Background: an optimization exercise with open tools, aiming at small area, a short achievable clock period and few clock cycles per item. Do not read the settings as production practice.
At most, simulation tests tie the RTL to the original design; equivalence was not proved.
Function not checked in runs 1 and 2: the RTL went through the layout flow alone.
No activity file was given, so power comes from the tool's default toggle rates.

==> design/flow/design.v <==
module non_restoring_div #(parameter N = 16) (
    input  logic clk, rst_n, start,
    input  logic [N-1:0] dividend, divisor,
    output logic [N-1:0] quotient, remainder,
    output logic ready
);
    localparam W = $clog2(N);
    function automatic logic [3:0] lead16(input logic [15:0] x);
        logic [3:0] v;
        logic [1:0] e [4];
        for (int k = 0; k < 4; k++) begin
            v[k] = |x[4*k +: 4];
            e[k] = x[4*k+3] ? 2'd3 : x[4*k+2] ? 2'd2 : x[4*k+1] ? 2'd1 : 2'd0;
        end
        lead16[3] = v[3] | v[2];
        lead16[2] = v[3] | (!v[2] & v[1]);
        lead16[1:0] = v[3] ? e[3] : v[2] ? e[2] : v[1] ? e[1] : e[0];
    endfunction
    function automatic logic [N:0] sub(input logic [N-1:0] x, y, input int M);
        logic [N-1:0] g, p;
        g = ~x & y;
        p = ~(x ^ y);
        for (int l = 0; (2 << l) <= M; l++)
            for (int i = 0; i < M; i++)
                if ((i + 1) % (2 << l) == 0) begin
                    g[i] = g[i] | (p[i] & g[i - (1 << l)]);
                    p[i] = p[i] & p[i - (1 << l)];
                end
        for (int l = $clog2(M) - 2; l >= 0; l--)
            for (int i = 0; i < M; i++)
                if ((i + 1) % (2 << l) == (1 << l) && i >= (2 << l)) begin
                    g[i] = g[i] | (p[i] & g[i - (1 << l)]);
                    p[i] = p[i] & p[i - (1 << l)];
                end
        sub = '0;
        sub[M] = g[M-1];
        sub[N-1:0] = x ^ y ^ {g[N-2:0], 1'b0};
    endfunction
    logic [N-1:0] r, d, q;
    logic [W-1:0] cnt, pd;
    logic         busy, align;
    logic [N:0]   s;
    logic [N-1:0] sma;
    logic         below, accept, last;
    logic [W-1:0] amt;
    logic [N-1:0] rot;
    logic [N:0]   diff;
    always_comb begin
        sma[N-1] = dividend[N-1];
        for (int i = N - 2; i >= 0; i--) sma[i] = sma[i+1] | dividend[i];
    end
    assign below  = |(divisor & ~sma);
    assign accept = start && !busy && divisor != '0;
    assign s      = sub({{(N-W){1'b0}}, cnt}, {{(N-W){1'b0}}, pd}, W);
    logic step, s0;
    assign s0     = cnt == pd;
    assign step   = !align || s0;
    assign last   = align ? s0 : cnt == '0;
    assign amt    = align ? s[W-1:0] : '1;
    logic [N-1:0] rot1, rot2, rot4;
    assign rot1 = amt[0] ? {d[N-2:0],    d[N-1]}      : d;
    assign rot2 = amt[1] ? {rot1[N-3:0], rot1[N-1-:2]} : rot1;
    assign rot4 = amt[2] ? {rot2[N-5:0], rot2[N-1-:4]} : rot2;
    assign rot  = amt[3] ? {rot4[N-9:0], rot4[N-1-:8]} : rot4;
    assign diff   = sub(r, d, N);
    always_ff @(posedge clk or negedge rst_n) begin
        if (!rst_n) begin
            busy  <= 1'b0;
            ready <= 1'b0;
        end else if (accept) begin
            busy  <= !below;
            ready <= below;
        end else begin
            busy  <= busy && !last;
            ready <= busy && last;
        end
    end
    always_ff @(posedge clk) begin
        align <= !busy;
        if (!busy) begin
            r   <= dividend;
            d   <= divisor;
            q   <= '0;
            cnt <= lead16(dividend);
            pd  <= lead16(divisor);
        end else begin
            if (step && !diff[N]) r <= diff[N-1:0];
            d   <= rot;
            q   <= {q[N-2:0], step && !diff[N]};
            cnt <= align ? s[W-1:0] : cnt - 1'b1;
        end
    end
    assign quotient  = q;
    assign remainder = r;
endmodule
==> design/flow/constraint.sdc <==
create_clock -name core_clock -period 5.0 [get_ports {clk}]
set_input_delay 1.0000 -clock core_clock [delete_from_list [all_inputs] [get_ports {clk}]]
set_output_delay 1.0000 -clock core_clock [all_outputs]
set_load 0.01 [all_outputs]
==> design/flow/standard.sh <==
#!/bin/bash
# synth_recipe.tcl (not shown) runs the flow's synth.tcl, then flattens the netlist and writes it again
# the make line also repeats each setting of config.mk as NAME=value (left out here)
make -C /OpenROAD-flow-scripts/flow DESIGN_CONFIG=/design/flow/config.mk WORK_HOME=/design/flow/orfs CLKGATE_MAP_FILE= SYNTH_SCRIPT=/design/flow/synth_recipe.tcl "${@:-finish}"
==> design/flow/config.mk <==
export PLATFORM = sky130hd
export DESIGN_NAME = non_restoring_div
export DESIGN_NICKNAME = non_restoring_div
export VERILOG_FILES = /design/flow/design.v
export SDC_FILE = /design/flow/constraint.sdc
export NUM_CORES = 4
export LEC_CHECK = 0
export ABC_AREA = 1
export CAP_MARGIN = 20
export CORE_MARGIN = 2
export CORE_UTILIZATION = 40
export PLACE_DENSITY = 0.75
export SETUP_SLACK_MARGIN = 2.8
export SLEW_MARGIN = 20
==> design/flow/flow/run.sh <==
#!/bin/bash
set -euo pipefail
export BUFFER_PORTS_ARGS="-buffer_cell sky130_fd_sc_hd__buf_1"
bash standard.sh ADDER_MAP_FILE= finish > flow.log 2>&1
==> run notes, run 1 <==
The total core area is 9770 um^2. The starting density of the core is 41.1%. The number of hold violations in the final report came out at 0. The HPWL after detailed placement is 8270 um. The synthesized net count came out at 638. Summed over all failing endpoints, the final setup total negative slack is 0 ns. The number of antenna violations at the first check in global routing is 0. Of the synthesized area, sequential elements account for 34.7%. The final routed DRC violation total is 0. The netlist area before placement came out at 4020 um^2. Once detail routing completed, the nets flagged for antenna violations numbered 0. The first global-routing pass estimated 18700 um of wire. The clock skew is 0.00895 ns. The share of async-settable or async-resettable flops after synthesis came out at 3.39%. Global routing consumed, over all layers together, 21.5% of the routing resources.

At the later pin of the worst-skew pair, clock insertion delay measures 0.36 ns. The worst hold path belongs to the class input pin to async pin. Walking the worst path, the cells encountered are or2_4 > nand2_1 > inv_1 > nand3_1 > nor2_1 > nor2_1 > nand2_2 > nand2_2 > nand2_2 > nand2_4 > o21ai_4 > nand2_4. The total power density per cell area is 869 nW/um^2.

The final weighted congestion in routability-driven placement came out at 0.904. The die outline area came out at 10900 um^2. The via density per instance came out at 5.10. TritonCTS built the clock tree.

The cell sitting at the root of the clock tree is a sky130_fd_sc_hd__clkbuf_8. The number of clock sinks came out at 59. The max-slew violation count is 0. The leakage power summed over all cells is 2.30 nW. After detailed routing, the total wire length is 11900 um.

The kind of critical path is flip-flop to flip-flop. The number of I/O pins is 68. The top flip-flop cell by instance count after synthesis is sky130_fd_sc_hd__dfxtp_1. The critical path data required time came out at 5.05 ns.

The total clock buffers created by CTS came out at 9. The total number of vias came out at 4183. The count of final setup violators is 0.

The share of cells above drive strength 1 came out at 17.2%. After synthesis, the largest area contributor takes up 18.4% of total cell area. Setup repair after global routing left no endpoint under its margin.

The level count of the clock H-tree is 3. The synthesized netlist contains 39 unique library cells. The largest net degree at the start of global routing came out at 74. The fmax is 0.475 GHz. The capturing element type of the critical path is a flip-flop. For this block, the initial DRC count from the detailed router was 410. Data arrives at the worst endpoint at 2.15 ns. For the finished layout, the period the worst path requires is 2.10 ns. The die outline width is 104 um. The number of buffers inserted by port buffering is 67. Counting flops and latches in the post-synthesis netlist gives 59. The number of placed instances, taps included came out at 785. The number of warning messages in the yosys log is 3. The net count reported at finish is 717.

The critical path's top delay family is simple AND/OR/NAND/NOR gates. The count of flip-flops with a built-in enable after synthesis is 20. The worst-path maximum fanout is 8. Among the stages of the critical path, the cell type that occurs most often is sky130_fd_sc_hd__nand2_2. The most common cell after layout, fill and taps aside is sky130_fd_sc_hd__nand2_1.

At the pin with the least slew margin, the transition time is 0.846 ns. Across the run, the number of max-cap violations was 0. The critical path's largest stage delay is 0.42 ns. The sort of element at the start of the critical path is a flip-flop. The average instance area after synthesis came out at 6.66 um^2.

The library cells used most frequently in the layout, excluding fill and tap cells, are sky130_fd_sc_hd__nand2_1, sky130_fd_sc_hd__inv_1, sky130_fd_sc_hd__buf_1, sky130_fd_sc_hd__nor2_1, sky130_fd_sc_hd__o21ai_1. The number of instances in the synthesized netlist came out at 603. By area the synthesized netlist is led by sky130_fd_sc_hd__dfxtp_1, sky130_fd_sc_hd__nand2_1, sky130_fd_sc_hd__edfxtp_1. The maximum count of clock buffers along a single path came out at 2. The worst slew slack as a fraction of its limit is 43.5%. The critical-path cell with the highest stage delay is sky130_fd_sc_hd__edfxtp_1. After layout, the design draws a total of 4.22 mW. The maximum VDD drop is 0.000404 V.

The slack of the worst reg-to-reg path came out at 2.90 ns. The clock transition at the register clock pins on the worst setup and hold paths after CTS is 0.07 ns. The number of placement rows came out at 36. The die is 104 um tall. After clock tree synthesis, the flow added hold-fix buffers numbering 0. The length of the first detailed-routing pass in iterations is 5. The final non-filler cell total came out at 820. The average wire per standard cell is 14.5 um. The number of antenna diodes in the final layout is 0. Counting both buffers and inverters, the worst setup path holds a total of 1.

Relative to the synthesized area, the layout overhead comes to 20.8%. The largest total area in the synthesized netlist belongs to sky130_fd_sc_hd__dfxtp_1. The number of global-route vias before repair is 4003. The run finished with no timing, DRC or antenna violations. The total congestion overflow after global routing came out at 0. Dividing the final minimum period by the clock period gives 42.1%.
## final cells by class
class,instances,area (um^2)
Sequential cell,59,1400
Inverter,92,358
Clock buffer,14,194
Clock inverter,2,38.8
Tap cell,133,166
Multi-Input combinational cell,435,2290
Fill cell,964,4920
Timing Repair Buffer,85,399
## per-layer routing
layer / routed length, um / global-route usage (%) / part of all wire [%] / up-vias
met4: 466 / 10.7 / 3.9 / 0
met2: 5710 / 36.5 / 48 / 134
met1: 5090 / 26.4 / 43 / 1913
met5: 0 / 0 / 0 / -
li1: - / - / - / 2100
met3: 601 / 3.51 / 5.1 / 36
## synthesized netlist by cell type, types with 7 or more instances
library cell	n
sky130_fd_sc_hd__a31oi_1	9
sky130_fd_sc_hd__o21ai_2	21
sky130_fd_sc_hd__inv_1	86
sky130_fd_sc_hd__or2_1	19
sky130_fd_sc_hd__clkbuf_1	7
sky130_fd_sc_hd__nand2_1	175
sky130_fd_sc_hd__a21oi_1	14
sky130_fd_sc_hd__o21ai_1	41
sky130_fd_sc_hd__nor2_1	48
sky130_fd_sc_hd__dfxtp_1	37
sky130_fd_sc_hd__nand2_2	7
sky130_fd_sc_hd__nand3_1	30
sky130_fd_sc_hd__o21ai_0	27
sky130_fd_sc_hd__edfxtp_1	20
## cells by family after synthesis
kind of cell / synth area share, %
AO/OA/AOI/OAI: 19.0
XOR/XNOR: 1.74
buffers and inverters: 11.7
flip-flops: 34.7
AND/OR/NAND/NOR: 32.9
## stage by stage
step | hold slack [ns] | setup WS [ns] | cell area [um^2] | util [%]
6_report | 0.431 | 2.90 | 4850 | 49.6
3_3_place_gp | 0.414 | 2.45 | 4320 | 44.2
5_1_grt | 0.430 | 2.76 | 4850 | 49.6
2_1_floorplan | 0.461 | 2.89 | 4020 | -
4_1_cts | 0.421 | 2.80 | 4630 | 47.4
3_5_place_dp | 0.422 | 2.39 | 4320 | 44.2
## report_power, final
part | internal (mW) | switching (mW)
Combinational | 1.00 | 1.80
Sequential | 0.758 | 0.158
Clock | 0.302 | 0.198
Total | 2.06 | 2.16
## timing repair
item,4_1_cts,5_1_grt
gates cloned,1,1
pin swaps,3,9
endpoints found under the setup margin,17,36
gates resized for setup,12,35
setup buffers,4,13
## worst paths after layout
| path | cells past startpoint | end | start |
|---|---|---|---|
| setup / recovery | 12 | r[15] | r[10] |
| hold / removal | 1 | ready | rst_n |
| setup reg to reg | 12 | r[15] | r[10] |
| hold reg to reg | 2 | q[9] | q[8] |
| max in group asynchronous | 1 | busy | rst_n |
| min in group core_clock | 2 | q[9] | q[8] |
## sequential cells by signal (all words and copies together), names as in the netlist
register	flops
d	16
q	16
r	16
cnt	4
pd	4
align	1
busy	1
ready	1
==> inputs of run 2 (changes only) <==
--- a/design/flow/config.mk
+++ b/design/flow/config.mk
@@ -11,4 +11,4 @@
 export CORE_UTILIZATION = 40
-export PLACE_DENSITY = 0.75
-export SETUP_SLACK_MARGIN = 2.8
+export PLACE_DENSITY = 0.85
+export SETUP_SLACK_MARGIN = 2.7
 export SLEW_MARGIN = 20
==> run 2 against run 1 <==
Compared with the run above: wire length down 8.2%; power fell by 5.9%; via count is essentially flat; cell count fell by 1.5%; combinational power down 8.6%; global-route usage is 2.3 points lower; sequential share of layout area rose by 0.87 points; sequential cell count stayed put; die area stayed put; count of clock-buffer cells in the layout is 1 lower; clock skew increased by 0.0012 ns; largest cell class unchanged.
==> run notes, run 2 <==
The kind of critical path was input pin to flip-flop (was flip-flop to flip-flop). The slew at the pin closest to its max-slew limit was 0.835 ns (was 0.846 ns). The capturing element type of the critical path is a flip-flop (unchanged). The count of final setup violators came out at 0 (unchanged). The fmax came out at 0.452 GHz (was 0.475 GHz). Unrepaired setup endpoints after global routing: yes (was no). The share of cells above drive strength 1 is 13.2% (was 17.2%). The slack of the worst reg-to-reg path was 2.82 ns (was 2.90 ns). The critical path's largest stage delay came out at 0.29 ns (was 0.42 ns). The number of inserted filler cells in the final layout is 961 (was 964). The worst path setup slack after routing came out at 2.79 ns (was 2.90 ns). The final weighted congestion in routability-driven placement is 0.937 (was 0.904). The worst slack after detailed placement is 2.00 ns (was 2.39 ns). The overall track demand over capacity in global routing came out at 19.2% (was 21.5%). The die outline width came out at 104 um (unchanged). The total negative setup slack is 0 ns (unchanged).

The final critical-path required period is 2.21 ns (was 2.10 ns). The maximum VDD drop is 0.000485 V (was 0.000404 V). Largest cells by area after synthesis: sky130_fd_sc_hd__dfxtp_1, sky130_fd_sc_hd__nand2_1, sky130_fd_sc_hd__edfxtp_1 (unchanged). The clock tree from TritonCTS is yes (unchanged).

The number of placement rows came to 36 (unchanged). The number of warning messages in the yosys log came out at 3 (unchanged). The total congestion overflow after global routing is 0 (unchanged). The post-detailed-route count of antenna-violating nets came out at 0 (unchanged). The count of cells along the worst register-to-register path came to 11 (was 12). The number of buffers inserted by port buffering is 67 (unchanged). The minimum hold slack came to 0.427 ns (was 0.431 ns).

The count of distinct cell types in the synthesized netlist came to 39 (unchanged). The sequential power share came to 23.4% (was 21.7%). The HPWL after detailed placement is 7790 um (was 8270 um). The largest net degree at the start of global routing is 52 (was 74). Most instantiated cells after synthesis: sky130_fd_sc_hd__nand2_1, sky130_fd_sc_hd__inv_1, sky130_fd_sc_hd__nor2_1 (unchanged). The root buffer selected by CTS is sky130_fd_sc_hd__clkbuf_8 (unchanged). The max-cap violation count came out at 0 (unchanged). The share of async-settable or async-resettable flops after synthesis is 3.39% (unchanged). The starting density of the core came out at 41.1% (unchanged). The worst slew slack as a fraction of its limit was 44.3% (was 43.5%). The number of I/O pins is 68 (unchanged). The number of clock sinks is 59 (unchanged). The endpoint of the most critical register-to-register path is r[3] (was r[15]). The number of antenna violations at the first check in global routing is 0 (unchanged). The post-route clock period utilization came out at 44.2% (was 42.1%).

The total core area was 9770 um^2 (unchanged). The die outline area came to 10900 um^2 (unchanged). The wire length of the first global-routing pass is 16800 um (was 18700 um). The worst-path maximum fanout came out at 4 (was 8).

The switching part of the total is 51.6% (was 51.1%). The combinational fraction of design power is 64.4% (was 66.4%). Sequence of cells on the critical path: buf_1 > nor2_1 > nand2_1 > nor2_2 > nand2_1 > a2111oi_4 > a21oi_1 > nand3_1 > o21ai_0 (was or2_4 > nand2_1 > inv_1 > nand3_1 > nor2_1 > nor2_1 > nand2_2 > nand2_2 > nand2_2 > nand2_4 > o21ai_4 > nand2_4).

The sort of element at the start of the critical path was an input pin (was flip-flop). The area used by multi-input combinational logic is 2250 um^2 (was 2290 um^2). The critical-path cell with the highest stage delay is sky130_fd_sc_hd__a2111oi_4 (was sky130_fd_sc_hd__edfxtp_1). The number of hold violations in the final report is 0 (unchanged).

The total wirelength of the detailed-routed design was 10900 um (was 11900 um). Most frequent cells in the layout: sky130_fd_sc_hd__nand2_1, sky130_fd_sc_hd__inv_1, sky130_fd_sc_hd__buf_1, sky130_fd_sc_hd__nor2_1, sky130_fd_sc_hd__o21ai_1 (unchanged). The vertical die dimension is 104 um (unchanged). The layout overhead on the synthesized area is 16.7% (was 20.8%). The flip-flop and latch count after synthesis is 59 (unchanged).

The level count of the clock H-tree came out at 3 (unchanged). The leakage power summed over all cells is 2.23 nW (was 2.30 nW). Result of the run: complete, no violations (unchanged).

The leading cell type by number of instances after synthesis is sky130_fd_sc_hd__nand2_1 (unchanged). The total power density per cell area is 848 nW/um^2 (was 869 nW/um^2). The dominant cell type by area after synthesis was sky130_fd_sc_hd__dfxtp_1 (unchanged). The first-iteration detailed-routing DRC count came out at 325 (was 410). The length of the first detailed-routing pass in iterations was 5 (unchanged).

The clock group share of total power was 12.2% (was 11.9%). The clock transition at the register clock pins on the worst setup and hold paths after CTS came to 0.07 ns (about the same). The maximum count of clock buffers along a single path is 2 (unchanged). The storage element area is 1390 um^2 (was 1400 um^2).

The netlist area before placement came out at 4020 um^2 (unchanged). The number of instances in the synthesized netlist came out at 603 (unchanged). The clock skew came to 0.0102 ns (was 0.00895 ns).

Largest registers: d (16), q (16), r (16) (unchanged). The class of the tightest hold or removal check is input pin to async pin (unchanged). The switching power is 2.05 mW (was 2.16 mW). The design internal power came to 1.92 mW (was 2.06 mW). The total clock buffers created by CTS came to 9 (unchanged). The insertion delay to the later sink of the worst-skew pair was 0.34 ns (was 0.36 ns). The number of diodes is 0 (unchanged).

The via density per instance came out at 5.18 (was 5.10). The net count reported at finish is 705 (was 717). The final routed DRC violation total is 0 (unchanged). The synthesized net count is 638 (unchanged). The top flip-flop cell by instance count after synthesis is sky130_fd_sc_hd__dfxtp_1 (unchanged). The average wire per standard cell came out at 13.5 um (was 14.5 um). The arrival time of the worst setup path is 2.39 ns (was 2.15 ns). The top-area cell type share of the netlist area is 18.4% (unchanged). The critical path data required time came out at 5.18 ns (was 5.05 ns). The sequential area share after synthesis came to 34.7% (unchanged). The final core utilization came out at 47.9% (was 49.6%). The count of flip-flops with a built-in enable after synthesis came to 20 (unchanged).

The total number of vias came out at 4185 (was 4183). The quantity of hold-fixing buffers added after cts is 0 (unchanged). The average instance area after synthesis came out at 6.66 um^2 (unchanged). The most common cell after layout, fill and taps aside is sky130_fd_sc_hd__nand2_1 (unchanged). The number of global-route vias before repair is 3670 (was 4003). The startpoint of the lowest-slack register-to-register path was r[8] (was r[10]). The most repeated library cell on the critical path is sky130_fd_sc_hd__nand2_1 (was sky130_fd_sc_hd__nand2_2). The max-slew violation count came to 0 (unchanged).
-- run 2: cell counts after synthesis --
No cell type changed its count.
-- run 2: logic make-up after synthesis --
group           synth area share, %
simple gates                   32.9
compound gates                 19.0
buf+inv                        11.7
flops                          34.7
xor+xnor                       1.74
-- run 2: what timing repair did --
item / 4_1_cts / 5_1_grt
hold endpoints to repair: 0 / 0
endpoints found under the setup margin: 18 / 25
resized for setup: 7 / 19
cloned: 0 / 2
pin swaps: 0 / 5
setup buffers: 0 / 5
-- run 2: critical path: cells and delay by family --
family | cells | cell delay [ns]
AOI/OAI and AO/OA | 3 | 0.53
and+or+nand+nor | 5 | 0.74
buffers and inverters | 1 | 0.13
-- run 2: routing by layer --
metal / global-route usage [%] / share of wire, % / vias up
met5: 0 / 0 / -
met4: 9.75 / 4.1 / 0
met3: 4.01 / 7.5 / 38
met2: 30.3 / 46 / 188
met1: 24.8 / 42 / 1889
li1: - / - / 2070
-- run 2: worst max path at each step --
stage            startpoint  endpoint  slack, ns  cells past startpoint
2_1_floorplan          r[0]      r[0]       2.76                     14
3_3_place_gp   dividend[10]      busy       1.98                      9
3_5_place_dp   dividend[10]      busy       2.00                      9
4_1_cts        dividend[14]      busy       2.71                      9
5_1_grt                r[1]      r[3]       2.67                     14
6_report       dividend[14]      busy       2.79                      9
-- run 2: power by group through the flow --
stage	clock, mW	sequential (mW)	combinational [mW]
floorplan	0	0.911	1.92
global placement	0	0.926	2.30
detailed placement	0	0.931	2.34
CTS	0.488	0.920	2.38
global route	0.506	0.956	2.85
finish	0.486	0.930	2.56
-- run 2: final cells by class --
class | count | share of cell area [%]
timing repair buffer | 73 | 6.33
clock inverter | 3 | 0.935
inverter | 92 | 7.53
sequential | 59 | 29.7
clock buffer | 13 | 3.85
multi-input combinational | 435 | 48.1
tap | 133 | 3.55
-- run 2: stage by stage --
stage,instances,area (um^2),total power [mW]
floorplan,603,4020,2.83
global placement,785,4320,3.23
detailed placement,785,4320,3.27
CTS,801,4570,3.79
finish,808,4690,3.97
global route,808,4690,4.31
==> inputs of run 3 (changes only) <==
--- a/design/flow/design.v
+++ b/design/flow/design.v
@@ -39,6 +39,5 @@
     logic [N-1:0] r, d, q;
-    logic [W-1:0] cnt, pd;
+    logic [W-1:0] cnt;
     logic         busy, align;
     logic [N:0]   s;
-    logic [N-1:0] sma;
     logic         below, accept, last;
@@ -47,19 +46,15 @@
     logic [N:0]   diff;
-    always_comb begin
-        sma[N-1] = dividend[N-1];
-        for (int i = N - 2; i >= 0; i--) sma[i] = sma[i+1] | dividend[i];
-    end
-    assign below  = |(divisor & ~sma);
+    assign s      = sub({{(N-W){1'b0}}, lead16(dividend)},
+                        {{(N-W){1'b0}}, lead16(divisor)}, W);
+    assign below  = s[W];
     assign accept = start && !busy && divisor != '0;
-    assign s      = sub({{(N-W){1'b0}}, cnt}, {{(N-W){1'b0}}, pd}, W);
-    logic step, s0;
-    assign s0     = cnt == pd;
-    assign step   = !align || s0;
-    assign last   = align ? s0 : cnt == '0;
-    assign amt    = align ? s[W-1:0] : '1;
+    logic step;
+    assign step   = !align || cnt == '0;
+    assign last   = align ? cnt == '0 : cnt == '1;
+    assign amt    = cnt;
     logic [N-1:0] rot1, rot2, rot4;
-    assign rot1 = amt[0] ? {d[N-2:0],    d[N-1]}      : d;
-    assign rot2 = amt[1] ? {rot1[N-3:0], rot1[N-1-:2]} : rot1;
-    assign rot4 = amt[2] ? {rot2[N-5:0], rot2[N-1-:4]} : rot2;
-    assign rot  = amt[3] ? {rot4[N-9:0], rot4[N-1-:8]} : rot4;
+    assign rot1 = amt[0] ? {d[N-2:0],    1'b0}  : d;
+    assign rot2 = amt[1] ? {rot1[N-3:0], 2'b0}  : rot1;
+    assign rot4 = amt[2] ? {rot2[N-5:0], 4'b0}  : rot2;
+    assign rot  = amt[3] ? {rot4[N-9:0], 8'b0}  : rot4;
     assign diff   = sub(r, d, N);
@@ -83,9 +78,8 @@
             q   <= '0;
-            cnt <= lead16(dividend);
-            pd  <= lead16(divisor);
+            cnt <= s[W-1:0];
         end else begin
             if (step && !diff[N]) r <= diff[N-1:0];
-            d   <= rot;
+            d   <= align ? rot : d >> 1;
             q   <= {q[N-2:0], step && !diff[N]};
-            cnt <= align ? s[W-1:0] : cnt - 1'b1;
+            cnt <= cnt - 1'b1;
         end
==> design/flow/flow/run.sh (replaced) <==
#!/bin/bash
set -euo pipefail
W=$PWD
S=$FLOW_HOME/scripts
mkdir -p "$W/mysyn"
sed "s#set abc_script \$::env(SCRIPTS_DIR)/abc_area.script#set abc_script $W/flow/abc.script#" \
  "$S/synth_preamble.tcl" > "$W/mysyn/synth_preamble.tcl"
sed "s#source \$::env(SCRIPTS_DIR)/synth_preamble.tcl#source $W/mysyn/synth_preamble.tcl#" \
  "$S/synth.tcl" > "$W/mysyn/synth.tcl"
sed "s#source \$::env(SCRIPTS_DIR)/synth.tcl#source $W/mysyn/synth.tcl#" \
  "$W/synth_recipe.tcl" > "$W/mysyn/synth_recipe.tcl"
grep -q "$W/flow/abc.script" "$W/mysyn/synth_preamble.tcl"
grep -q "$W/mysyn/synth_preamble.tcl" "$W/mysyn/synth.tcl"
grep -q "$W/mysyn/synth.tcl" "$W/mysyn/synth_recipe.tcl"
export BUFFER_PORTS_ARGS="-buffer_cell sky130_fd_sc_hd__buf_1"
bash standard.sh ADDER_MAP_FILE= SYNTH_SCRIPT="$W/mysyn/synth_recipe.tcl" finish > flow.log 2>&1
==> design/flow/flow/abc.script (new file) <==
strash
dch
map -B 0.9
topo
stime -c
--- a/design/flow/config.mk
+++ b/design/flow/config.mk
@@ -12,3 +12,3 @@
 export PLACE_DENSITY = 0.85
-export SETUP_SLACK_MARGIN = 2.7
+export SETUP_SLACK_MARGIN = 2.6
 export SLEW_MARGIN = 20
==> run 3 against run 2 <==
Compared with the run above: still clean on timing, DRC and antenna; non-clock buffer count shrank 2; critical path type is now flip-flop to flip-flop; register-to-register slack got worse by 0.09 ns; worst setup slack got worse by 0.055 ns; sequential power down 2.2%; sequential share of layout area rose by 1.8 points; global-route usage is 2.2 points higher; sequential cell count decreased by 4; critical path depth up 5; first-iteration DRC count down 21%; largest power group unchanged; cell count decreased by 9.4%.
==> run notes, run 3 <==
The number of placement rows came to 33 (was 36). The leakage power summed over all cells is 1.65 nW (was 2.23 nW). The share of async-settable or async-resettable flops after synthesis came out at 3.64% (was 3.39%). The flip-flop and latch count after synthesis is 55 (was 59). The sort of element at the start of the critical path was a flip-flop (was input pin). The total number of vias came out at 3843 (was 4185). The combinational fraction of design power is 59.8% (was 64.4%). The total negative setup slack came out at 0 ns (unchanged). The max-cap violation count is 0 (unchanged). The layout overhead on the synthesized area came out at 18.0% (was 16.7%). The final routed DRC violation total came out at 0 (unchanged). The clock tree from TritonCTS was yes (unchanged). The quantity of hold-fixing buffers added after cts came out at 0 (unchanged). The critical-path cell with the highest stage delay is sky130_fd_sc_hd__dfxtp_1 (was sky130_fd_sc_hd__a2111oi_4). The wire length on met1 is 4320 um (was 4590 um). The total power is 3.02 mW (was 3.97 mW).

The design internal power was 1.46 mW (was 1.92 mW). The sequential power share came out at 30.1% (was 23.4%). The switching part of the total came out at 51.6% (about the same). The worst slew slack as a fraction of its limit is 51.6% (was 44.3%). The worst-path maximum fanout is 8 (was 4).

The synthesized net count is 582 (was 638). The dominant cell type by area after synthesis was sky130_fd_sc_hd__dfxtp_1 (unchanged). The critical path data required time is 5.03 ns (was 5.18 ns).

The net count reported at finish came out at 661 (was 705). The total core area is 8300 um^2 (was 9770 um^2). The HPWL after detailed placement was 7460 um (was 7790 um).

The final weighted congestion in routability-driven placement is 0.998 (was 0.937). The average instance area after synthesis was 6.35 um^2 (was 6.66 um^2). The kind of critical path is flip-flop to flip-flop (was input pin to flip-flop). The number of inserted filler cells in the final layout was 829 (was 961). The fmax came out at 0.441 GHz (was 0.452 GHz). The critical path's largest stage delay came to 0.37 ns (was 0.29 ns). The post-detailed-route count of antenna-violating nets came out at 0 (unchanged). The first-iteration detailed-routing DRC count came out at 257 (was 325). Sequence of cells on the critical path: clkinv_1 > or2_2 > and2_2 > nand3_1 > nor2_1 > nand2_1 > nand2_1 > nand2_1 > nand2_1 > nand2_1 > nand2_1 > nand2_1 > nand2_4 > nand2_4 (was buf_1 > nor2_1 > nand2_1 > nor2_2 > nand2_1 > a2111oi_4 > a21oi_1 > nand3_1 > o21ai_0). Unrepaired setup endpoints after global routing: yes (unchanged). The leading cell type by number of instances after synthesis is sky130_fd_sc_hd__nand2_1 (unchanged). The largest net degree at the start of global routing was 57 (was 52). The area used by multi-input combinational logic was 1970 um^2 (was 2250 um^2). The length of the first detailed-routing pass in iterations came out at 5 (unchanged). Largest registers: d (16), q (16), r (16) (unchanged).

Result of the run: complete, no violations (unchanged). The total clock buffers created by CTS came to 5 (was 9). The final critical-path required period came out at 2.27 ns (was 2.21 ns). The arrival time of the worst setup path came out at 2.29 ns (was 2.39 ns). The number of I/O pins came out at 68 (unchanged). The overall track demand over capacity in global routing came out at 21.4% (was 19.2%). The count of flip-flops with a built-in enable after synthesis came to 18 (was 20). Most frequent cells in the layout: sky130_fd_sc_hd__nand2_1, sky130_fd_sc_hd__clkinv_1, sky130_fd_sc_hd__nor2_1, sky130_fd_sc_hd__buf_1, sky130_fd_sc_hd__o21ai_0 (was sky130_fd_sc_hd__nand2_1, sky130_fd_sc_hd__inv_1, sky130_fd_sc_hd__buf_1, sky130_fd_sc_hd__nor2_1, sky130_fd_sc_hd__o21ai_1).

The number of clock sinks is 55 (was 59). The root buffer selected by CTS is sky130_fd_sc_hd__clkbuf_8 (unchanged). The worst path buffer plus inverter count is 1 (unchanged). The netlist area before placement is 3470 um^2 (was 4020 um^2). The post-route clock period utilization is 45.3% (was 44.2%). The clock transition at the register clock pins on the worst setup and hold paths after CTS is 0.10 ns (was 0.07 ns).

The uppermost signal routing layer after detailed routing is met4 (unchanged). The starting density of the core came out at 41.9% (was 41.1%). The met3 routed wirelength came to 517 um (was 818 um). The max-slew violation count is 0 (unchanged). The sequential area share after synthesis came out at 37.2% (was 34.7%). The number of diodes is 0 (unchanged). The wire length of the first global-routing pass was 16800 um (unchanged).

The clock group share of total power came to 10.1% (was 12.2%). The number of hold violations in the final report is 0 (unchanged). Largest cells by area after synthesis: sky130_fd_sc_hd__dfxtp_1, sky130_fd_sc_hd__nand2_1, sky130_fd_sc_hd__edfxtp_1 (unchanged).

Most instantiated cells after synthesis: sky130_fd_sc_hd__nand2_1, sky130_fd_sc_hd__clkinv_1, sky130_fd_sc_hd__nor2_1 (was sky130_fd_sc_hd__nand2_1, sky130_fd_sc_hd__inv_1, sky130_fd_sc_hd__nor2_1). The via density per instance is 5.25 (was 5.18). The number of warning messages in the yosys log came out at 3 (unchanged). The slew at the pin closest to its max-slew limit is 0.718 ns (was 0.835 ns). The die outline width is 97.2 um (was 104 um). The total wirelength of the detailed-routed design is 9980 um (was 10900 um). The number of instances in the synthesized netlist was 547 (was 603).

The number of buffers inserted by port buffering is 67 (unchanged). The met2 wire length is 4890 um (was 5040 um). The top-area cell type share of the netlist area came out at 20.2% (was 18.4%). The class of the tightest hold or removal check is input pin to async pin (unchanged). The capturing element type of the critical path is a flip-flop (unchanged). The top flip-flop cell by instance count after synthesis is sky130_fd_sc_hd__dfxtp_1 (unchanged).

The number of global-route vias before repair came out at 3574 (was 3670). The share of cells above drive strength 1 is 6.86% (was 13.2%). The most common cell after layout, fill and taps aside is sky130_fd_sc_hd__nand2_1 (unchanged). The storage element area came out at 1290 um^2 (was 1390 um^2). The critical path's top delay family is simple AND/OR/NAND/NOR gates (unchanged).

The number of antenna violations at the first check in global routing is 0 (unchanged). The maximum count of clock buffers along a single path is 2 (unchanged). The clock skew is 0.0132 ns (was 0.0102 ns). The maximum VDD drop came out at 0.000315 V (was 0.000485 V). The total power density per cell area is 737 nW/um^2 (was 848 nW/um^2). The die outline area came out at 9440 um^2 (was 10900 um^2). The insertion delay to the later sink of the worst-skew pair is 0.31 ns (was 0.34 ns). The most repeated library cell on the critical path is sky130_fd_sc_hd__nand2_1 (unchanged). The count of final setup violators is 0 (unchanged).

The vertical die dimension was 97.2 um (was 104 um). The switching power came to 1.56 mW (was 2.05 mW). The total congestion overflow after global routing came out at 0 (unchanged).

The average wire per standard cell is 13.6 um (was 13.5 um). The count of distinct cell types in the synthesized netlist came to 23 (was 39). The level count of the clock H-tree was 2 (was 3).
run 3: cell types whose count changed after synthesis, moves of 6 or more:
| cell | delta |
|---|---|
| sky130_fd_sc_hd__nand3_1 | -6 |
| sky130_fd_sc_hd__o21ai_2 | -21 |
| sky130_fd_sc_hd__a22oi_1 | +7 |
| sky130_fd_sc_hd__clkinv_1 | +81 |
| sky130_fd_sc_hd__o21ai_0 | +29 |
| sky130_fd_sc_hd__clkbuf_1 | -7 |
| sky130_fd_sc_hd__inv_1 | -86 |
| sky130_fd_sc_hd__a21oi_1 | +12 |
| sky130_fd_sc_hd__nor2_1 | +30 |
| sky130_fd_sc_hd__nand2_2 | -7 |
| sky130_fd_sc_hd__or2_1 | -19 |
| sky130_fd_sc_hd__o21ai_1 | -41 |
run 3: repair_timing:
item / in CTS / in global routing
setup endpoints to repair: 17 / 25
resized for setup: 6 / 28
pin swaps: 0 / 3
setup buffers: 1 / 1
gates cloned: 1 / 0
run 3: layout make-up:
cell class	count	share of cell area, %
inverter	81	7.63
timing repair buffer	71	6.87
multi-input combinational	412	48.0
sequential	55	31.6
clock inverter	3	1.04
clock buffer	5	1.68
tap	105	3.20
run 3: logic make-up after synthesis:
logic type	share of synthesized area, %
simple gates	32.4
compound gates	17.8
buf+inv	8.75
flops	37.2
xor+xnor	3.28
mux	0.576
run 3: worst paths after layout:
path | startpoint | endpoint | slack [ns] | cells after the start
min in group core_clock | q[0] | q[1] | 0.45 | 2
setup / recovery | d[8] | r[15] | 2.73 | 14
hold reg to reg | q[0] | q[1] | 0.45 | 2
setup reg to reg | d[8] | r[15] | 2.73 | 14
hold / removal | rst_n | ready | 0.45 | 1
max in group asynchronous | rst_n | busy | 4.43 | 1
run 3: power by group through the flow:
| stage | sequential [mW] | clock [mW] | combinational, mW |
|---|---|---|---|
| after floorplan | 0.958 | 0 | 1.15 |
| after CTS | 0.896 | 0.308 | 1.73 |
| after global routing | 0.941 | 0.327 | 2.04 |
| final | 0.910 | 0.304 | 1.81 |
| after detailed placement | 0.910 | 0 | 1.67 |
| after global placement | 0.900 | 0 | 1.63 |
run 3: per-layer routing:
layer	GRT usage [%]	vias up
li1	-	1934
met1	28.4	1758
met4	7.48	0
met2	35.9	130
met3	2.73	21
met5	0	-
run 3: through the flow:
| stage | instances | area, um^2 | utilization (%) | hold WS (ns) | setup WS [ns] |
|---|---|---|---|---|---|
| 2_1_floorplan | 547 | 3470 | - | 0.470 | 2.61 |
| 3_3_place_gp | 721 | 3870 | 46.7 | 0.416 | 2.25 |
| 3_5_place_dp | 721 | 3870 | 46.7 | 0.424 | 2.01 |
| 4_1_cts | 731 | 4020 | 48.4 | 0.444 | 2.62 |
| 5_1_grt | 732 | 4100 | 49.4 | 0.429 | 2.59 |
| 6_report | 732 | 4100 | 49.4 | 0.447 | 2.73 |
Testbench counts of run 3, summed over its fixed seeds: cycles 14,351, items 3,200.
==> inputs of run 4 (changes only) <==
==> design/flow/flow/abc.script (replaced) <==
strash
dch -f
map -B 0.9
topo
stime -c
buffer -c
upsize -c
dnsize -c
==> run 4 against run 3 <==
Compared with the run above: global-route usage fell by 1.7 points; critical endpoint is now cnt[3]; clock skew is 0.00051 ns lower; worst hold slack got worse by 0.010 ns; via count shrank 2.3%.
==> run notes, run 4 <==
Result of the run: complete, no violations (unchanged). The instance area at placement is 4050 um^2 (was 3870 um^2). Unrepaired setup endpoints after global routing: no (was yes). The insertion delay to the later sink of the worst-skew pair is 0.32 ns (was 0.31 ns). The count of flip-flops with a built-in enable after synthesis came to 18 (unchanged). The first-iteration detailed-routing DRC count is 332 (was 257). The number of diodes came out at 0 (unchanged).

The starting density of the core is 40.8% (was 41.9%). The number of buffers inserted by port buffering came out at 67 (unchanged). The total clock buffers created by CTS came out at 5 (unchanged).

The average instance area after synthesis is 6.60 um^2 (was 6.35 um^2). The leakage power summed over all cells is 2.01 nW (was 1.65 nW). The number of instances in the synthesized netlist came to 566 (was 547). The count of distinct cell types in the synthesized netlist was 43 (was 23). The share of cells above drive strength 1 came out at 9.47% (was 6.86%). The length of the first detailed-routing pass in iterations came out at 6 (was 5). The number of antenna violations at the first check in global routing came out at 0 (unchanged). The total negative setup slack is 0 ns (unchanged). The final critical-path required period came to 2.29 ns (was 2.27 ns).

The final weighted congestion in routability-driven placement is 0.975 (was 0.998). Most frequent cells in the layout: sky130_fd_sc_hd__nand2_1, sky130_fd_sc_hd__inv_1, sky130_fd_sc_hd__buf_1, sky130_fd_sc_hd__o21ai_0, sky130_fd_sc_hd__nor2_1 (was sky130_fd_sc_hd__nand2_1, sky130_fd_sc_hd__clkinv_1, sky130_fd_sc_hd__nor2_1, sky130_fd_sc_hd__buf_1, sky130_fd_sc_hd__o21ai_0). The worst setup path startpoint is dividend[11] (was d[8]).

The post-route clock period utilization came out at 45.9% (was 45.3%). The worst-path maximum fanout was 3 (was 8). The startpoint of the lowest-slack register-to-register path is cnt[1] (was d[8]). The sequential area share after synthesis is 34.6% (was 37.2%). The number of I/O pins came to 68 (unchanged).

The fmax came to 0.436 GHz (was 0.441 GHz). The sort of element at the start of the critical path was an input pin (was flip-flop). The post-detailed-route count of antenna-violating nets came out at 0 (unchanged). The number of placement rows is 35 (was 33). The count of cells along the worst register-to-register path is 7 (was 14). Largest cells by area after synthesis: sky130_fd_sc_hd__dfxtp_1, sky130_fd_sc_hd__nand2_1, sky130_fd_sc_hd__edfxtp_1 (unchanged). Largest registers: d (16), q (16), r (16) (unchanged). The most common cell after layout, fill and taps aside was sky130_fd_sc_hd__nand2_1 (unchanged). The final non-filler cell total came out at 734 (was 732). The dominant cell type by area after synthesis is sky130_fd_sc_hd__dfxtp_1 (unchanged). The final routed DRC violation total is 0 (unchanged).

The maximum count of clock buffers along a single path is 2 (unchanged). The worst slew slack as a fraction of its limit is 57.7% (was 51.6%). The class of the tightest hold or removal check is input pin to async pin (unchanged).

The max-cap violation count came out at 0 (unchanged). The wire length of the first global-routing pass came out at 16100 um (was 16800 um). The top-area cell type share of the netlist area is 18.8% (was 20.2%). The endpoint of the most critical register-to-register path is d[14] (was r[15]). The total power density per cell area is 734 nW/um^2 (was 737 nW/um^2). The total wirelength of the detailed-routed design is 9600 um (was 9980 um). The number of clock sinks is 55 (unchanged). The arrival time of the worst setup path is 2.51 ns (was 2.29 ns). The clock transition at the register clock pins on the worst setup and hold paths after CTS is 0.11 ns (was 0.10 ns). The clock skew was 0.0127 ns (was 0.0132 ns). The synthesized net count came out at 601 (was 582).

The critical path data required time came out at 5.22 ns (was 5.03 ns). The vertical die dimension came out at 101 um (was 97.2 um). The via density per instance came out at 5.11 (was 5.25).

The slew at the pin closest to its max-slew limit is 0.634 ns (was 0.718 ns). Most instantiated cells after synthesis: sky130_fd_sc_hd__nand2_1, sky130_fd_sc_hd__inv_1, sky130_fd_sc_hd__o21ai_0 (was sky130_fd_sc_hd__nand2_1, sky130_fd_sc_hd__clkinv_1, sky130_fd_sc_hd__nor2_1). The netlist area before placement is 3730 um^2 (was 3470 um^2). The flip-flop and latch count after synthesis came out at 55 (unchanged). The layout overhead on the synthesized area came out at 11.9% (was 18.0%). The die outline area came to 10100 um^2 (was 9440 um^2).

The overall track demand over capacity in global routing was 19.7% (was 21.4%). The quantity of hold-fixing buffers added after cts was 0 (unchanged). The number of global-route vias before repair is 3499 (was 3574). The top flip-flop cell by instance count after synthesis is sky130_fd_sc_hd__dfxtp_1 (unchanged).

The maximum VDD drop came to 0.000453 V (was 0.000315 V). The kind of critical path is input pin to flip-flop (was flip-flop to flip-flop). The design area came out at 4180 um^2 (was 4100 um^2). The average wire per standard cell came out at 13.1 um (was 13.6 um). The last element of the critical path is cnt[3] (was r[15]). The number of placed instances, taps included came to 725 (was 721).

The capturing element type of the critical path is a flip-flop (unchanged). The number of hold violations in the final report is 0 (unchanged). The clock tree from TritonCTS is yes (unchanged). The total congestion overflow after global routing is 0 (unchanged).

The HPWL after detailed placement came out at 7240 um (was 7460 um). The share of async-settable or async-resettable flops after synthesis came out at 3.64% (unchanged). The root buffer selected by CTS is sky130_fd_sc_hd__clkbuf_8 (unchanged). The level count of the clock H-tree came out at 2 (unchanged). The count of final setup violators is 0 (unchanged).

The slack of the worst reg-to-reg path came out at 2.83 ns (was 2.73 ns). The total number of vias is 3753 (was 3843). The die outline width is 101 um (was 97.2 um). The number of warning messages in the yosys log is 3 (unchanged). The leading cell type by number of instances after synthesis is sky130_fd_sc_hd__nand2_1 (unchanged). The total core area was 9150 um^2 (was 8300 um^2). The net count reported at finish is 657 (was 661). The max-slew violation count came out at 0 (unchanged). The largest net degree at the start of global routing was 50 (was 57).
-- run 4: worst min path at each step --
stage,to,cells past startpoint,slack (ns),start
after floorplan,q[10],2,0.46,q[9]
after global placement,q[15],2,0.41,q[14]
after detailed placement,q[13],2,0.42,q[12]
after CTS,ready,1,0.43,rst_n
after global routing,ready,1,0.43,rst_n
final,ready,1,0.44,rst_n
-- run 4: repair_timing --
action	CTS	global route
endpoints found under the setup margin	17	23
buffers inserted	0	1
gates resized for setup	2	7
pin swaps	0	2
-- run 4: where the power goes --
part           switching, mW  total (mW)  internal, mW
sequential             0.228       0.940         0.712
combinational           1.21        1.86         0.651
clock                  0.164       0.268         0.104
-- run 4: critical path: stages --
cell and delay, ns:
sky130_fd_sc_hd__buf_1 0.12, sky130_fd_sc_hd__nor2_2 0.18, sky130_fd_sc_hd__nand3_2 0.16, sky130_fd_sc_hd__nor2_4 0.13
sky130_fd_sc_hd__nand2_1 0.07, sky130_fd_sc_hd__nand2_1 0.10, sky130_fd_sc_hd__inv_1 0.06, sky130_fd_sc_hd__nand3_1 0.07
sky130_fd_sc_hd__nand2_1 0.07, sky130_fd_sc_hd__nand2_1 0.09, sky130_fd_sc_hd__nand2_1 0.06, sky130_fd_sc_hd__nand2_1 0.10
sky130_fd_sc_hd__nand2_1 0.07, sky130_fd_sc_hd__nand2_2 0.07, sky130_fd_sc_hd__nand2_1 0.06, sky130_fd_sc_hd__nand2_1 0.06
sky130_fd_sc_hd__nand2_1 0.06
-- run 4: routing by layer --
| layer | wire length, um | global-route usage (%) | share of wire [%] | vias to the layer above |
|---|---|---|---|---|
| met2 | 4250 | 32.5 | 44 | 155 |
| met1 | 4350 | 26.5 | 45 | 1652 |
| met5 | 0 | 0 | 0 | - |
| met3 | 849 | 4.16 | 8.8 | 18 |
| li1 | - | - | - | 1928 |
| met4 | 142 | 4.74 | 1.5 | 0 |
-- run 4: cell type report --
type / count / area (um^2)
clock inverter: 3 / 26.3
inverter: 91 / 342
timing repair buffer: 70 / 274
clock buffer: 5 / 68.8
tap: 111 / 139
fill: 926 / 4970
multi-input combinational: 399 / 2040
sequential: 55 / 1290
-- run 4: per-stage QoR --
step	setup slack (ns)	power (mW)	hold WS (ns)	utilization, %
after floorplan	2.81	2.38	0.461	-
after global placement	2.39	2.74	0.414	44.2
after detailed placement	2.35	2.77	0.425	44.2
after CTS	2.70	3.05	0.430	45.3
after global routing	2.53	3.40	0.430	45.6
final	2.71	3.07	0.437	45.6
-- run 4: cells by family after synthesis --
family / after synthesis / share of synthesized area (%)
simple gates: 258 / 30.8
compound gates: 125 / 19.2
buf+inv: 112 / 11.7
flops: 55 / 34.6
xor+xnor: 14 / 3.28
mux: 2 / 0.536

-- what the ideal ports hide --
Ports are ideal in the flow. The routed layouts listed here were re-timed in OpenROAD.
Step 1: set_driving_cell puts a clkbuf_16 on clk and a buf_2 on each other input, an assumption about the parent block.
Step 2 also shifts input and output timing later by t, the mid clock arrival at the registers, as if the neighbouring blocks saw the same clock.
Slacks: ideal ports / drivers / drivers and shift; pairs: ideal ports / drivers.
run	t, ns	setup WS [ns]	worst setup path at the end	worst register clock-pin slew, ns	cell pins on the clock port's net
run 1	0.385	2.895 / 2.895 / 2.538	input to register	0.07 / 0.07	1
run 2	0.369	2.788 / 2.797 / 2.428	input to register	0.07 / 0.07	1
run 3	0.339	2.733 / 2.733 / 2.475	input to register	0.11 / 0.11	1
run 4	0.346	2.707 / 2.710 / 2.364	input to register	0.11 / 0.11	1
After both steps every run listed still meets setup and hold. For run 2, which loses most, drivers alone change the setup slack by +0.009 ns; drivers and shift together by -0.360 ns.
